From an optimization exercise on the open Yosys and OpenROAD flow, aimed at small area and a short achievable clock period; shortcuts taken in it are not production practice. Where RTL was checked, it was by simulation tests only, not by an equivalence proof against the original.

==> indigo <==
==> flow/design.v <==
module mac(
  input clk,
  input rst,
  input signed [7:0] in_a,
  input signed [7:0] in_b,
  output logic signed [15:0] out);
  logic rst_q;
  logic [15:0] row0_d, row1_d;
  logic [15:0] row0, row1;
  logic [15:0] reg_c;
  wire pp0_0, pp0_1, pp0_2, pp0_3, pp0_4, pp0_5, pp0_6, pp0_7, pp1_0, pp1_1, pp1_2, pp1_3, pp1_4, pp1_5, pp1_6, pp1_7, pp2_0, pp2_1, pp2_2, pp2_3, pp2_4, pp2_5, pp2_6, pp2_7, pp3_0, pp3_1, pp3_2, pp3_3, pp3_4, pp3_5, pp3_6, pp3_7, pp4_0, pp4_1, pp4_2, pp4_3, pp4_4, pp4_5, pp4_6, pp4_7, pp5_0, pp5_1, pp5_2, pp5_3, pp5_4, pp5_5, pp5_6, pp5_7, pp6_0, pp6_1, pp6_2, pp6_3, pp6_4, pp6_5, pp6_6, pp6_7, pp7_0, pp7_1, pp7_2, pp7_3, pp7_4, pp7_5, pp7_6, pp7_7, s1, c2, s3, c4, s5, c6, s7, c8, s9, c10, s11, c12, s13, c14, s15, c16, s17, c18, s19, c20, s21, c22, s23, c24, s25, c26, s27, c28, s29, c30, s31, c32, s33, c34, s35, c36, s37, c38, s39, c40, s41, c42, s43, c44, s45, c46, s47, c48, s49, c50, s51, c52, s53, c54, s55, c56, s57, c58, s59, c60, s61, c62, s63, c64, s65, c66, s67, c68, s69, c70, s71, c72, s73, c74, s75, c76, s77, c78, s79, c80, s81, c82, s83, c84;
  assign pp0_0 = in_a[0] & in_b[0];
  assign pp0_1 = in_a[0] & in_b[1];
  assign pp0_2 = in_a[0] & in_b[2];
  assign pp0_3 = in_a[0] & in_b[3];
  assign pp0_4 = in_a[0] & in_b[4];
  assign pp0_5 = in_a[0] & in_b[5];
  assign pp0_6 = in_a[0] & in_b[6];
  assign pp0_7 = in_a[0] & in_b[7];
  assign pp1_0 = in_a[1] & in_b[0];
  assign pp1_1 = in_a[1] & in_b[1];
  assign pp1_2 = in_a[1] & in_b[2];
  assign pp1_3 = in_a[1] & in_b[3];
  assign pp1_4 = in_a[1] & in_b[4];
  assign pp1_5 = in_a[1] & in_b[5];
  assign pp1_6 = in_a[1] & in_b[6];
  assign pp1_7 = in_a[1] & in_b[7];
  assign pp2_0 = in_a[2] & in_b[0];
  assign pp2_1 = in_a[2] & in_b[1];
  assign pp2_2 = in_a[2] & in_b[2];
  assign pp2_3 = in_a[2] & in_b[3];
  assign pp2_4 = in_a[2] & in_b[4];
  assign pp2_5 = in_a[2] & in_b[5];
  assign pp2_6 = in_a[2] & in_b[6];
  assign pp2_7 = in_a[2] & in_b[7];
  assign pp3_0 = in_a[3] & in_b[0];
  assign pp3_1 = in_a[3] & in_b[1];
  assign pp3_2 = in_a[3] & in_b[2];
  assign pp3_3 = in_a[3] & in_b[3];
  assign pp3_4 = in_a[3] & in_b[4];
  assign pp3_5 = in_a[3] & in_b[5];
  assign pp3_6 = in_a[3] & in_b[6];
  assign pp3_7 = in_a[3] & in_b[7];
  assign pp4_0 = in_a[4] & in_b[0];
  assign pp4_1 = in_a[4] & in_b[1];
  assign pp4_2 = in_a[4] & in_b[2];
  assign pp4_3 = in_a[4] & in_b[3];
  assign pp4_4 = in_a[4] & in_b[4];
  assign pp4_5 = in_a[4] & in_b[5];
  assign pp4_6 = in_a[4] & in_b[6];
  assign pp4_7 = in_a[4] & in_b[7];
  assign pp5_0 = in_a[5] & in_b[0];
  assign pp5_1 = in_a[5] & in_b[1];
  assign pp5_2 = in_a[5] & in_b[2];
  assign pp5_3 = in_a[5] & in_b[3];
  assign pp5_4 = in_a[5] & in_b[4];
  assign pp5_5 = in_a[5] & in_b[5];
  assign pp5_6 = in_a[5] & in_b[6];
  assign pp5_7 = in_a[5] & in_b[7];
  assign pp6_0 = in_a[6] & in_b[0];
  assign pp6_1 = in_a[6] & in_b[1];
  assign pp6_2 = in_a[6] & in_b[2];
  assign pp6_3 = in_a[6] & in_b[3];
  assign pp6_4 = in_a[6] & in_b[4];
  assign pp6_5 = in_a[6] & in_b[5];
  assign pp6_6 = in_a[6] & in_b[6];
  assign pp6_7 = in_a[6] & in_b[7];
  assign pp7_0 = in_a[7] & in_b[0];
  assign pp7_1 = in_a[7] & in_b[1];
  assign pp7_2 = in_a[7] & in_b[2];
  assign pp7_3 = in_a[7] & in_b[3];
  assign pp7_4 = in_a[7] & in_b[4];
  assign pp7_5 = in_a[7] & in_b[5];
  assign pp7_6 = in_a[7] & in_b[6];
  assign pp7_7 = in_a[7] & in_b[7];
  assign s1 = pp0_2 ^ pp1_1;
  assign c2 = pp0_2 & pp1_1;
  assign s3 = pp0_3 ^ pp1_2 ^ pp2_1;
  assign c4 = (pp0_3 & pp1_2) | (pp0_3 & pp2_1) | (pp1_2 & pp2_1);
  assign s5 = pp3_0 ^ c2;
  assign c6 = pp3_0 & c2;
  assign s7 = pp0_4 ^ pp1_3 ^ pp2_2;
  assign c8 = (pp0_4 & pp1_3) | (pp0_4 & pp2_2) | (pp1_3 & pp2_2);
  assign s9 = pp3_1 ^ pp4_0 ^ c4;
  assign c10 = (pp3_1 & pp4_0) | (pp3_1 & c4) | (pp4_0 & c4);
  assign s11 = c6 ^ s7;
  assign c12 = c6 & s7;
  assign s13 = pp0_5 ^ pp1_4 ^ pp2_3;
  assign c14 = (pp0_5 & pp1_4) | (pp0_5 & pp2_3) | (pp1_4 & pp2_3);
  assign s15 = pp3_2 ^ pp4_1 ^ pp5_0;
  assign c16 = (pp3_2 & pp4_1) | (pp3_2 & pp5_0) | (pp4_1 & pp5_0);
  assign s17 = c8 ^ s13 ^ s15;
  assign c18 = (c8 & s13) | (c8 & s15) | (s13 & s15);
  assign s19 = c12 ^ c10;
  assign c20 = c12 & c10;
  assign s21 = pp0_6 ^ pp1_5 ^ pp2_4;
  assign c22 = (pp0_6 & pp1_5) | (pp0_6 & pp2_4) | (pp1_5 & pp2_4);
  assign s23 = pp3_3 ^ pp4_2 ^ pp5_1;
  assign c24 = (pp3_3 & pp4_2) | (pp3_3 & pp5_1) | (pp4_2 & pp5_1);
  assign s25 = pp6_0 ^ c14 ^ c16;
  assign c26 = (pp6_0 & c14) | (pp6_0 & c16) | (c14 & c16);
  assign s27 = s21 ^ s23 ^ c18;
  assign c28 = (s21 & s23) | (s21 & c18) | (s23 & c18);
  assign s29 = s25 ^ c20;
  assign c30 = s25 & c20;
  assign s31 = pp0_7 ^ pp1_6 ^ pp2_5;
  assign c32 = (pp0_7 & pp1_6) | (pp0_7 & pp2_5) | (pp1_6 & pp2_5);
  assign s33 = pp3_4 ^ pp4_3 ^ pp5_2;
  assign c34 = (pp3_4 & pp4_3) | (pp3_4 & pp5_2) | (pp4_3 & pp5_2);
  assign s35 = pp6_1 ^ pp7_0 ^ c22;
  assign c36 = (pp6_1 & pp7_0) | (pp6_1 & c22) | (pp7_0 & c22);
  assign s37 = c24 ^ s31 ^ s33;
  assign c38 = (c24 & s31) | (c24 & s33) | (s31 & s33);
  assign s39 = c26 ^ s35 ^ s37;
  assign c40 = (c26 & s35) | (c26 & s37) | (s35 & s37);
  assign s41 = c30 ^ c28;
  assign c42 = c30 & c28;
  assign s43 = pp1_7 ^ pp2_6 ^ pp3_5;
  assign c44 = (pp1_7 & pp2_6) | (pp1_7 & pp3_5) | (pp2_6 & pp3_5);
  assign s45 = pp4_4 ^ pp5_3 ^ pp6_2;
  assign c46 = (pp4_4 & pp5_3) | (pp4_4 & pp6_2) | (pp5_3 & pp6_2);
  assign s47 = pp7_1 ^ c32 ^ c34;
  assign c48 = (pp7_1 & c32) | (pp7_1 & c34) | (c32 & c34);
  assign s49 = s43 ^ s45 ^ c36;
  assign c50 = (s43 & s45) | (s43 & c36) | (s45 & c36);
  assign s51 = c38 ^ s47 ^ s49;
  assign c52 = (c38 & s47) | (c38 & s49) | (s47 & s49);
  assign s53 = c40 ^ c42;
  assign c54 = c40 & c42;
  assign s55 = pp2_7 ^ pp3_6 ^ pp4_5;
  assign c56 = (pp2_7 & pp3_6) | (pp2_7 & pp4_5) | (pp3_6 & pp4_5);
  assign s57 = pp5_4 ^ pp6_3 ^ pp7_2;
  assign c58 = (pp5_4 & pp6_3) | (pp5_4 & pp7_2) | (pp6_3 & pp7_2);
  assign s59 = c44 ^ c46 ^ s55;
  assign c60 = (c44 & c46) | (c44 & s55) | (c46 & s55);
  assign s61 = s57 ^ c48 ^ s59;
  assign c62 = (s57 & c48) | (s57 & s59) | (c48 & s59);
  assign s63 = c50 ^ s61 ^ c54;
  assign c64 = (c50 & s61) | (c50 & c54) | (s61 & c54);
  assign s65 = pp3_7 ^ pp4_6 ^ pp5_5;
  assign c66 = (pp3_7 & pp4_6) | (pp3_7 & pp5_5) | (pp4_6 & pp5_5);
  assign s67 = pp6_4 ^ pp7_3 ^ c56;
  assign c68 = (pp6_4 & pp7_3) | (pp6_4 & c56) | (pp7_3 & c56);
  assign s69 = c58 ^ s65 ^ c60;
  assign c70 = (c58 & s65) | (c58 & c60) | (s65 & c60);
  assign s71 = s67 ^ c62 ^ s69;
  assign c72 = (s67 & c62) | (s67 & s69) | (c62 & s69);
  assign s73 = pp4_7 ^ pp5_6 ^ pp6_5;
  assign c74 = (pp4_7 & pp5_6) | (pp4_7 & pp6_5) | (pp5_6 & pp6_5);
  assign s75 = pp7_4 ^ c66 ^ s73;
  assign c76 = (pp7_4 & c66) | (pp7_4 & s73) | (c66 & s73);
  assign s77 = c68 ^ s75 ^ c70;
  assign c78 = (c68 & s75) | (c68 & c70) | (s75 & c70);
  assign s79 = pp5_7 ^ pp6_6 ^ pp7_5;
  assign c80 = (pp5_7 & pp6_6) | (pp5_7 & pp7_5) | (pp6_6 & pp7_5);
  assign s81 = c74 ^ s79 ^ c76;
  assign c82 = (c74 & s79) | (c74 & c76) | (s79 & c76);
  assign s83 = pp6_7 ^ pp7_6 ^ c80;
  assign c84 = (pp6_7 & pp7_6) | (pp6_7 & c80) | (pp7_6 & c80);
  assign row0_d = {1'b0, pp7_7, s83, s81, c72, s71, c52, s51, s39, s29, s17, s11, s3, pp2_0, pp0_1, pp0_0};
  assign row1_d = {1'b0, c84, c82, c78, s77, c64, s63, s53, s41, s27, s19, s9, s5, s1, pp1_0, 1'b0};
  always @(posedge clk) begin
    row0 <= row0_d;
    row1 <= row1_d;
    rst_q <= rst;
    if (rst || rst_q)
      reg_c <= 16'h0000;
    else
      reg_c <= reg_c + row0 + row1;
  end
  assign out = reg_c;
endmodule
==> flow/run.sh <==
#!/bin/bash
# synth_recipe.tcl (not shown) runs the flow's synth.tcl, then flattens the netlist and writes it again
# the make line also repeats each setting of config.mk as NAME=value (left out here)
make -C /OpenROAD-flow-scripts/flow DESIGN_CONFIG=/design/flow/config.mk WORK_HOME=/design/flow/orfs CLKGATE_MAP_FILE= SYNTH_SCRIPT=/design/flow/synth_recipe.tcl finish
==> flow/config.mk <==
export PLATFORM = sky130hd
export DESIGN_NAME = mac
export DESIGN_NICKNAME = mac
export VERILOG_FILES = /design/flow/design.v
export SDC_FILE = /design/flow/constraint.sdc
export NUM_CORES = 4
export LEC_CHECK = 0
export CAP_MARGIN = 20
export CORE_MARGIN = 2
export CORE_UTILIZATION = 40
export SETUP_SLACK_MARGIN = 1.7
export SLEW_MARGIN = 20
==> flow/constraint.sdc <==
create_clock -name core_clock -period 4.2 [get_ports {clk}]
set_input_delay 0.8400 -clock core_clock [delete_from_list [all_inputs] [get_ports {clk}]]
set_output_delay 0.8400 -clock core_clock [all_outputs]
set_load 0.01 [all_outputs]
==> inputs of nickel, as changes to indigo <==
==> flow/design.v, changed modules only <==
module mac(
  input clk,
  input rst,
  input signed [7:0] in_a,
  input signed [7:0] in_b,
  output logic signed [15:0] out);
  logic [7:0] ga;
  logic [15:0] row0_d, row1_d;
  logic [15:0] row0, row1;
  logic [15:0] reg_c;
  wire pp0_0, pp0_1, pp0_2, pp0_3, pp0_4, pp0_5, pp0_6, pp0_7, pp1_0, pp1_1, pp1_2, pp1_3, pp1_4, pp1_5, pp1_6, pp1_7, pp2_0, pp2_1, pp2_2, pp2_3, pp2_4, pp2_5, pp2_6, pp2_7, pp3_0, pp3_1, pp3_2, pp3_3, pp3_4, pp3_5, pp3_6, pp3_7, pp4_0, pp4_1, pp4_2, pp4_3, pp4_4, pp4_5, pp4_6, pp4_7, pp5_0, pp5_1, pp5_2, pp5_3, pp5_4, pp5_5, pp5_6, pp5_7, pp6_0, pp6_1, pp6_2, pp6_3, pp6_4, pp6_5, pp6_6, pp6_7, pp7_0, pp7_1, pp7_2, pp7_3, pp7_4, pp7_5, pp7_6, pp7_7, s1, c2, s3, c4, s5, c6, s7, c8, s9, c10, s11, c12, s13, c14, s15, c16, s17, c18, s19, c20, s21, c22, s23, c24, s25, c26, s27, c28, s29, c30, s31, c32, s33, c34, s35, c36, s37, c38, s39, c40, s41, c42, s43, c44, s45, c46, s47, c48, s49, c50, s51, c52, s53, c54, s55, c56, s57, c58, s59, c60, s61, c62, s63, c64, s65, c66, s67, c68, s69, c70, s71, c72, s73, c74, s75, c76, s77, c78, s79, c80, s81, c82, s83, c84;
  assign ga = rst ? 8'h00 : in_a;
  assign pp0_0 = ga[0] & in_b[0];
  assign pp0_1 = ga[0] & in_b[1];
  assign pp0_2 = ga[0] & in_b[2];
  assign pp0_3 = ga[0] & in_b[3];
  assign pp0_4 = ga[0] & in_b[4];
  assign pp0_5 = ga[0] & in_b[5];
  assign pp0_6 = ga[0] & in_b[6];
  assign pp0_7 = ga[0] & in_b[7];
  assign pp1_0 = ga[1] & in_b[0];
  assign pp1_1 = ga[1] & in_b[1];
  assign pp1_2 = ga[1] & in_b[2];
  assign pp1_3 = ga[1] & in_b[3];
  assign pp1_4 = ga[1] & in_b[4];
  assign pp1_5 = ga[1] & in_b[5];
  assign pp1_6 = ga[1] & in_b[6];
  assign pp1_7 = ga[1] & in_b[7];
  assign pp2_0 = ga[2] & in_b[0];
  assign pp2_1 = ga[2] & in_b[1];
  assign pp2_2 = ga[2] & in_b[2];
  assign pp2_3 = ga[2] & in_b[3];
  assign pp2_4 = ga[2] & in_b[4];
  assign pp2_5 = ga[2] & in_b[5];
  assign pp2_6 = ga[2] & in_b[6];
  assign pp2_7 = ga[2] & in_b[7];
  assign pp3_0 = ga[3] & in_b[0];
  assign pp3_1 = ga[3] & in_b[1];
  assign pp3_2 = ga[3] & in_b[2];
  assign pp3_3 = ga[3] & in_b[3];
  assign pp3_4 = ga[3] & in_b[4];
  assign pp3_5 = ga[3] & in_b[5];
  assign pp3_6 = ga[3] & in_b[6];
  assign pp3_7 = ga[3] & in_b[7];
  assign pp4_0 = ga[4] & in_b[0];
  assign pp4_1 = ga[4] & in_b[1];
  assign pp4_2 = ga[4] & in_b[2];
  assign pp4_3 = ga[4] & in_b[3];
  assign pp4_4 = ga[4] & in_b[4];
  assign pp4_5 = ga[4] & in_b[5];
  assign pp4_6 = ga[4] & in_b[6];
  assign pp4_7 = ga[4] & in_b[7];
  assign pp5_0 = ga[5] & in_b[0];
  assign pp5_1 = ga[5] & in_b[1];
  assign pp5_2 = ga[5] & in_b[2];
  assign pp5_3 = ga[5] & in_b[3];
  assign pp5_4 = ga[5] & in_b[4];
  assign pp5_5 = ga[5] & in_b[5];
  assign pp5_6 = ga[5] & in_b[6];
  assign pp5_7 = ga[5] & in_b[7];
  assign pp6_0 = ga[6] & in_b[0];
  assign pp6_1 = ga[6] & in_b[1];
  assign pp6_2 = ga[6] & in_b[2];
  assign pp6_3 = ga[6] & in_b[3];
  assign pp6_4 = ga[6] & in_b[4];
  assign pp6_5 = ga[6] & in_b[5];
  assign pp6_6 = ga[6] & in_b[6];
  assign pp6_7 = ga[6] & in_b[7];
  assign pp7_0 = ga[7] & in_b[0];
  assign pp7_1 = ga[7] & in_b[1];
  assign pp7_2 = ga[7] & in_b[2];
  assign pp7_3 = ga[7] & in_b[3];
  assign pp7_4 = ga[7] & in_b[4];
  assign pp7_5 = ga[7] & in_b[5];
  assign pp7_6 = ga[7] & in_b[6];
  assign pp7_7 = ga[7] & in_b[7];
  assign s1 = pp0_2 ^ pp1_1;
  assign c2 = pp0_2 & pp1_1;
  assign s3 = pp0_3 ^ pp1_2 ^ pp2_1;
  assign c4 = (pp0_3 & pp1_2) | (pp0_3 & pp2_1) | (pp1_2 & pp2_1);
  assign s5 = pp3_0 ^ c2;
  assign c6 = pp3_0 & c2;
  assign s7 = pp0_4 ^ pp1_3 ^ pp2_2;
  assign c8 = (pp0_4 & pp1_3) | (pp0_4 & pp2_2) | (pp1_3 & pp2_2);
  assign s9 = pp3_1 ^ pp4_0 ^ c4;
  assign c10 = (pp3_1 & pp4_0) | (pp3_1 & c4) | (pp4_0 & c4);
  assign s11 = c6 ^ s7;
  assign c12 = c6 & s7;
  assign s13 = pp0_5 ^ pp1_4 ^ pp2_3;
  assign c14 = (pp0_5 & pp1_4) | (pp0_5 & pp2_3) | (pp1_4 & pp2_3);
  assign s15 = pp3_2 ^ pp4_1 ^ pp5_0;
  assign c16 = (pp3_2 & pp4_1) | (pp3_2 & pp5_0) | (pp4_1 & pp5_0);
  assign s17 = c8 ^ s13 ^ s15;
  assign c18 = (c8 & s13) | (c8 & s15) | (s13 & s15);
  assign s19 = c12 ^ c10;
  assign c20 = c12 & c10;
  assign s21 = pp0_6 ^ pp1_5 ^ pp2_4;
  assign c22 = (pp0_6 & pp1_5) | (pp0_6 & pp2_4) | (pp1_5 & pp2_4);
  assign s23 = pp3_3 ^ pp4_2 ^ pp5_1;
  assign c24 = (pp3_3 & pp4_2) | (pp3_3 & pp5_1) | (pp4_2 & pp5_1);
  assign s25 = pp6_0 ^ c14 ^ c16;
  assign c26 = (pp6_0 & c14) | (pp6_0 & c16) | (c14 & c16);
  assign s27 = s21 ^ s23 ^ c18;
  assign c28 = (s21 & s23) | (s21 & c18) | (s23 & c18);
  assign s29 = s25 ^ c20;
  assign c30 = s25 & c20;
  assign s31 = pp0_7 ^ pp1_6 ^ pp2_5;
  assign c32 = (pp0_7 & pp1_6) | (pp0_7 & pp2_5) | (pp1_6 & pp2_5);
  assign s33 = pp3_4 ^ pp4_3 ^ pp5_2;
  assign c34 = (pp3_4 & pp4_3) | (pp3_4 & pp5_2) | (pp4_3 & pp5_2);
  assign s35 = pp6_1 ^ pp7_0 ^ c22;
  assign c36 = (pp6_1 & pp7_0) | (pp6_1 & c22) | (pp7_0 & c22);
  assign s37 = c24 ^ s31 ^ s33;
  assign c38 = (c24 & s31) | (c24 & s33) | (s31 & s33);
  assign s39 = c26 ^ s35 ^ s37;
  assign c40 = (c26 & s35) | (c26 & s37) | (s35 & s37);
  assign s41 = c30 ^ c28;
  assign c42 = c30 & c28;
  assign s43 = pp1_7 ^ pp2_6 ^ pp3_5;
  assign c44 = (pp1_7 & pp2_6) | (pp1_7 & pp3_5) | (pp2_6 & pp3_5);
  assign s45 = pp4_4 ^ pp5_3 ^ pp6_2;
  assign c46 = (pp4_4 & pp5_3) | (pp4_4 & pp6_2) | (pp5_3 & pp6_2);
  assign s47 = pp7_1 ^ c32 ^ c34;
  assign c48 = (pp7_1 & c32) | (pp7_1 & c34) | (c32 & c34);
  assign s49 = s43 ^ s45 ^ c36;
  assign c50 = (s43 & s45) | (s43 & c36) | (s45 & c36);
  assign s51 = c38 ^ s47 ^ s49;
  assign c52 = (c38 & s47) | (c38 & s49) | (s47 & s49);
  assign s53 = c40 ^ c42;
  assign c54 = c40 & c42;
  assign s55 = pp2_7 ^ pp3_6 ^ pp4_5;
  assign c56 = (pp2_7 & pp3_6) | (pp2_7 & pp4_5) | (pp3_6 & pp4_5);
  assign s57 = pp5_4 ^ pp6_3 ^ pp7_2;
  assign c58 = (pp5_4 & pp6_3) | (pp5_4 & pp7_2) | (pp6_3 & pp7_2);
  assign s59 = c44 ^ c46 ^ s55;
  assign c60 = (c44 & c46) | (c44 & s55) | (c46 & s55);
  assign s61 = s57 ^ c48 ^ s59;
  assign c62 = (s57 & c48) | (s57 & s59) | (c48 & s59);
  assign s63 = c50 ^ s61 ^ c54;
  assign c64 = (c50 & s61) | (c50 & c54) | (s61 & c54);
  assign s65 = pp3_7 ^ pp4_6 ^ pp5_5;
  assign c66 = (pp3_7 & pp4_6) | (pp3_7 & pp5_5) | (pp4_6 & pp5_5);
  assign s67 = pp6_4 ^ pp7_3 ^ c56;
  assign c68 = (pp6_4 & pp7_3) | (pp6_4 & c56) | (pp7_3 & c56);
  assign s69 = c58 ^ s65 ^ c60;
  assign c70 = (c58 & s65) | (c58 & c60) | (s65 & c60);
  assign s71 = s67 ^ c62 ^ s69;
  assign c72 = (s67 & c62) | (s67 & s69) | (c62 & s69);
  assign s73 = pp4_7 ^ pp5_6 ^ pp6_5;
  assign c74 = (pp4_7 & pp5_6) | (pp4_7 & pp6_5) | (pp5_6 & pp6_5);
  assign s75 = pp7_4 ^ c66 ^ s73;
  assign c76 = (pp7_4 & c66) | (pp7_4 & s73) | (c66 & s73);
  assign s77 = c68 ^ s75 ^ c70;
  assign c78 = (c68 & s75) | (c68 & c70) | (s75 & c70);
  assign s79 = pp5_7 ^ pp6_6 ^ pp7_5;
  assign c80 = (pp5_7 & pp6_6) | (pp5_7 & pp7_5) | (pp6_6 & pp7_5);
  assign s81 = c74 ^ s79 ^ c76;
  assign c82 = (c74 & s79) | (c74 & c76) | (s79 & c76);
  assign s83 = pp6_7 ^ pp7_6 ^ c80;
  assign c84 = (pp6_7 & pp7_6) | (pp6_7 & c80) | (pp7_6 & c80);
  assign row0_d = {1'b0, pp7_7, s83, s81, c72, s71, c52, s51, s39, s29, s17, s11, s3, pp2_0, pp0_1, pp0_0};
  assign row1_d = {1'b0, c84, c82, c78, s77, c64, s63, s53, s41, s27, s19, s9, s5, s1, pp1_0, 1'b0};
  always @(posedge clk) begin
    row0 <= row0_d;
    row1 <= row1_d;
    if (rst)
      reg_c <= 16'h0000;
    else
      reg_c <= reg_c + row0 + row1;
  end
  assign out = reg_c;
endmodule
Settings changed: SETUP_SLACK_MARGIN 1.7 to unset.
==> inputs of raven, as changes to indigo <==
Settings changed: SETUP_SLACK_MARGIN 1.7 to 1.0.
==> inputs of pepper, as changes to indigo <==
Settings changed: SETUP_SLACK_MARGIN 1.7 to unset.
==> results.cfg <==
[clock_network]
clock_latency_ps = 290

[status]
status = no timing/DRC/antenna violations

[critical_path]
timing.rr.end = reg_c[13]$_SDFF_PP0_
crit_start = rst

[die]
fp.coreArea_mm2 = 0.008093

[detailed_routing]
wl_met1_mm = 3.192

[finish]
stdcell_area_mm2 = 0.003914

[yosys]
avgSynthCellArea_um2 = 10.55

[power]
combPwrFrac_pct = 52.0
Source of the figures above: nickel

==> results.cfg <==
[power]
pg_clk_mw = 0.326
combPwrFrac_pct = 55.6

[clock_network]
post-cts-setup-buffer-count = 0
clock_latency_ps = 300

[critical_path]
timing.rr.end = reg_c[15]$_SDFF_PP0_
crit_start = in_b[7]

[yosys]
synth-xor-area-share_pct = 3.327

[die]
fp.coreArea_mm2 = 0.007687

[finish]
final_cell_mix = fa_1 (50), dfxtp_1 (46), nand2_1 (39), clkdlybuf4s50_1 (33), and2_1 (32)
syn2layout_area_growth_pct = 17.39
stdcell_area_mm2 = 0.003709

[detailed_routing]
wl_met1_mm = 2.911

[status]
status = no timing/DRC/antenna violations
Source of the figures above: pepper

==> results.cfg <==
[status]
status = no timing/DRC/antenna violations

[critical_path]
crit_start = in_a[5]
timing.rr.end = reg_c[15]$_SDFF_PP0_

[yosys]
synthSimpleGateAreaFrac_pct = 16.91
avgSynthCellArea_um2 = 10.53

[power]
combPwrFrac_pct = 55.5

[die]
fp.coreArea_mm2 = 0.007687

[finish]
stdcell_area_mm2 = 0.003652

[clock_network]
cts_inserted_buffers = 5
Source of the figures above: raven

==> results.cfg <==
[critical_path]
timing.rr.end = reg_c[15]$_SDFF_PP0_
crit_start = in_a[4]

[status]
status = no timing/DRC/antenna violations

[clock_network]
post-cts-setup-buffer-count = 3
clock_latency_ps = 300

[finish]
stdcell_area_mm2 = 0.003985

[yosys]
avgSynthCellArea_um2 = 10.53

[detailed_routing]
wl_met1_mm = 3.022

[die]
fp.coreArea_mm2 = 0.007687

[power]
combPwrFrac_pct = 57.6
Source of the figures above: indigo

No functional check of the RTL was part of nickel.

static timing again, ports no longer ideal:
In the flow no input, the clock included, has a driving cell. The finished layouts below were timed again as built, in two steps. Step 1 sets driving cells, clkbuf_16 on the clock port and buf_2 on the other inputs (assumed; they add their load-dependent delay and slew). Step 2 adds t to the input delays and takes it off the output delays; t is the mean of the earliest and latest rising clock arrival at the registers after step 1. Input paths then give back, and output paths get back, about the clock's delay inside the block. Slacks: ideal ports / drivers / drivers and shift; pairs: ideal ports / drivers.
| run | t (ns) | setup slack, ns | hold WS [ns] | worst setup path after step 2 | worst slew at a driven data input, ns |
|---|---|---|---|---|---|
| indigo | 0.323 | 1.266 / 1.244 / 0.921 | 0.567 / 0.567 / 0.567 | input to register | 0.07 |
| nickel | 0.314 | 0.409 / 0.405 / 0.091 | 0.563 / 0.563 / 0.563 | input to register | 0.04 |
| raven | 0.317 | 1.054 / 1.060 / 0.744 | 0.607 / 0.607 / 0.607 | input to register | 0.03 |
| pepper | 0.319 | 0.731 / 0.736 / 0.417 | 0.607 / 0.607 / 0.607 | input to register | 0.03 |
After both steps setup and hold are still met in every run listed. The setup slack of indigo, which loses most, moves by -0.022 ns with the drivers and by -0.345 ns with both steps.
